This design comes from an exercise in tuning for small area and a short achievable clock period on the open sky130 flow, not from production work. Function was checked by simulation only, so behaviour that the tests miss may differ from the original. No activity file was given, so power comes from the tool's default toggle rates.

== v2 ==
// alu
module alu # ( parameter WIDTH = 16, CMD_WIDTH = 4 ) (
	input clk, rst,
	input CE,
	input CIN,
	input mode,
	input [1:0] INP_INVALID,
	input [ CMD_WIDTH-1 :0] CMD,
	input [ WIDTH-1 :0] opa,
	input [ WIDTH-1 :0] opb,
	output reg ERR, OFLOW, g , l, e, cout,
	output reg [ 2 * WIDTH :0] RES
);
    wire [15:0] a = opa;
    wire [15:0] b = opb;
    wire v11 = INP_INVALID == 2'b11;
    wire v10 = INP_INVALID == 2'b10;
    wire v01 = INP_INVALID == 2'b01;
    wire v00 = INP_INVALID == 2'b00;
    wire ar  = mode;
    wire lo  = ~mode;
    wire op_add  = ar & v11 & (CMD == 4'd0);
    wire op_sub  = ar & v11 & (CMD == 4'd1);
    wire op_addc = ar & v11 & (CMD == 4'd2);
    wire op_subc = ar & v11 & (CMD == 4'd3);
    wire op_cmp  = ar & v11 & (CMD == 4'd8);
    wire op_amul = ar & v11 & (CMD == 4'd9);
    wire op_smul = ar & v11 & (CMD == 4'd10);
    wire op_adds = ar & v11 & (CMD == 4'd11);
    wire op_subs = ar & v11 & (CMD == 4'd12);
    wire op_inca = ar & v10 & (CMD == 4'd4);
    wire op_deca = ar & v10 & (CMD == 4'd6);
  ...
export LEC_CHECK = 0
export ABC_AREA = 1
export CAP_MARGIN = 20
export CORE_MARGIN = 2
export CORE_UTILIZATION = 40
export SLEW_MARGIN = 20
create_clock -name core_clock -period 9.0 [get_ports {clk}]
standard.sh (not shown) runs the stock make flow with config.mk's settings and CLKGATE_MAP_FILE= SYNTH_SCRIPT=/design/flow/synth_recipe.tcl, a recipe that flattens the netlist after the stock synthesis.
==> flow/flow/run.sh <==
#!/bin/bash
# The standard layout (the standard.sh, all of its steps), with two changes:
#  - synthesis: Yosys's synth command also gets -noabc, so its quick generic
#    ABC pass does not rewrite the full adders before extract_fa maps them (that
#    pass leaves an inverter between most pairs of adder cells).  The rest of
#    the synthesis script is synth_recipe.tcl unchanged (-nofsm -noshare,
#    flatten, renames), and ORFS's own ABC mapping still runs afterwards.
#  - placement: buffer_ports uses sky130_fd_sc_hd__buf_1 for the port buffers
#    instead of the delay cell it picks by default; every input and output port
#    still gets its own buffer.
# The make output is kept in standard.log.
set -euo pipefail
{
  echo 'proc synth {args} { yosys synth -nofsm -noshare -noabc {*}$args }'
  tail -n +2 synth_recipe.tcl
} > synth_noabc.tcl
bash standard.sh SYNTH_SCRIPT="$PWD/synth_noabc.tcl" \
  BUFFER_PORTS_ARGS="-buffer_cell sky130_fd_sc_hd__buf_1" finish > standard.log 2>&1
v2 finished all stages; the layout is clean.
The inputs of v56 differ from those of v2 as listed below.
==> flow/run.sh (new file) <==
#!/bin/bash
# synth_recipe.tcl (not shown) runs the flow's synth.tcl, then flattens the netlist and writes it again
# the make line also repeats each setting of config.mk as NAME=value (left out here)
make -C /OpenROAD-flow-scripts/flow DESIGN_CONFIG=/design/flow/config.mk WORK_HOME=/design/flow/orfs CLKGATE_MAP_FILE= SYNTH_SCRIPT=/design/flow/synth_recipe.tcl finish
-- flow/config.mk --
<<< v2, line 11
export CORE_UTILIZATION = 40
export SLEW_MARGIN = 20
>>> v56, line 11
export CORE_UTILIZATION = 40
export GPL_TIMING_DRIVEN = 0
export SLEW_MARGIN = 20
removed: flow/flow/run.sh
removed: flow/standard.sh
--- outcome ---
Lower instance count of the mapped netlist was reported by v2, not v56.
v56 ended up with a higher post-synthesis xor/xnor area fraction than v2 did.
Compared with v2, in v56 clock share of power shrank by 2.7 points, number of vias in the routed layout +1206.
On v56: combinational power is 16% higher than what v2 gave.
Here is what was changed in the inputs of v24 compared with v56.
==> flow/flow/run.sh (new file) <==
#!/bin/bash
# The standard layout (the standard.sh, all of its steps), with two changes:
#  - synthesis: Yosys's synth command also gets -noabc, so its quick generic
#    ABC pass does not rewrite the full adders before extract_fa maps them (that
#    pass leaves an inverter between most pairs of adder cells).  The rest of
#    the synthesis script is synth_recipe.tcl unchanged (-nofsm -noshare,
#    flatten, renames), and ORFS's own ABC mapping still runs afterwards.
#  - placement: buffer_ports uses sky130_fd_sc_hd__buf_1 for the port buffers
#    instead of the delay cell it picks by default; every input and output port
#    still gets its own buffer.
# The make output is kept in standard.log.
set -euo pipefail
{
  echo 'proc synth {args} { yosys synth -nofsm -noshare -noabc {*}$args }'
  tail -n +2 synth_recipe.tcl
} > synth_noabc.tcl
bash standard.sh SYNTH_SCRIPT="$PWD/synth_noabc.tcl" \
  BUFFER_PORTS_ARGS="-buffer_cell sky130_fd_sc_hd__buf_1" finish > standard.log 2>&1
==> flow/standard.sh (new file) <==
#!/bin/bash
# synth_recipe.tcl (not shown) runs the flow's synth.tcl, then flattens the netlist and writes it again
# the make line also repeats each setting of config.mk as NAME=value (left out here)
make -C /OpenROAD-flow-scripts/flow DESIGN_CONFIG=/design/flow/config.mk WORK_HOME=/design/flow/orfs CLKGATE_MAP_FILE= SYNTH_SCRIPT=/design/flow/synth_recipe.tcl "${@:-finish}"
-- flow/config.mk --
<<< v56, line 12
export GPL_TIMING_DRIVEN = 0
export SLEW_MARGIN = 20
>>> v24, line 12
export GPL_TIMING_DRIVEN = 0
export SETUP_SLACK_MARGIN = 0.5
export SLEW_MARGIN = 20
removed: flow/run.sh
Findings:
- v24 vs v56 — combined global-route utilization of all metal layers dropped 0.25 points.
- Cmp v24 vs v56: signal arrival time at the worst endpoint lower in v24
- Summary of v24 over v56: sum of buffers and inverters on the critical path lost 2, power dissipated in combinational cells decreased by about 5% relative to the old numbers, XOR/XNOR share of the synthesized area shows a reduction of 0.27 points.
- In v24, post-CTS repair timing setup buffer count is lower than in v56.
- Measured against each other, v24 and v56 differ in non-clock buffer count, the lower figure coming from v56.
- v24 against v56: via count decreased 6.6%; minimum clock period after layout went down.
- The well tap count reported for v24 is smaller than that of v56 by 12.

## re-timing with driven ports
How much do the figures lean on ideal ports? The routed layouts below were timed once more, with nothing changed but the port constraints.
Step 1, drivers: a clkbuf_16 drives clk and a buf_2 each remaining input, both assumed.
Step 2 times the ports against the registers' clock, not the clock port: input delays grow and output delays shrink by t, the midpoint of the rising clock arrivals with the driver on.
Three values: ideal, step 1, step 2; two values: the first two.
run | t, ns | slack for setup (ns) | worst setup path after step 2
v2 | 0.321 | 0.675 / 0.681 / 0.360 | input to register
v56 | 0.316 | 0.337 / 0.345 / 0.029 | input to register
v24 | 0.313 | 0.721 / 0.733 / 0.420 | input to register
After both steps setup and hold are still met in every run listed. The setup slack of v2, which loses most, moves by +0.006 ns with the drivers and by -0.315 ns with both steps.
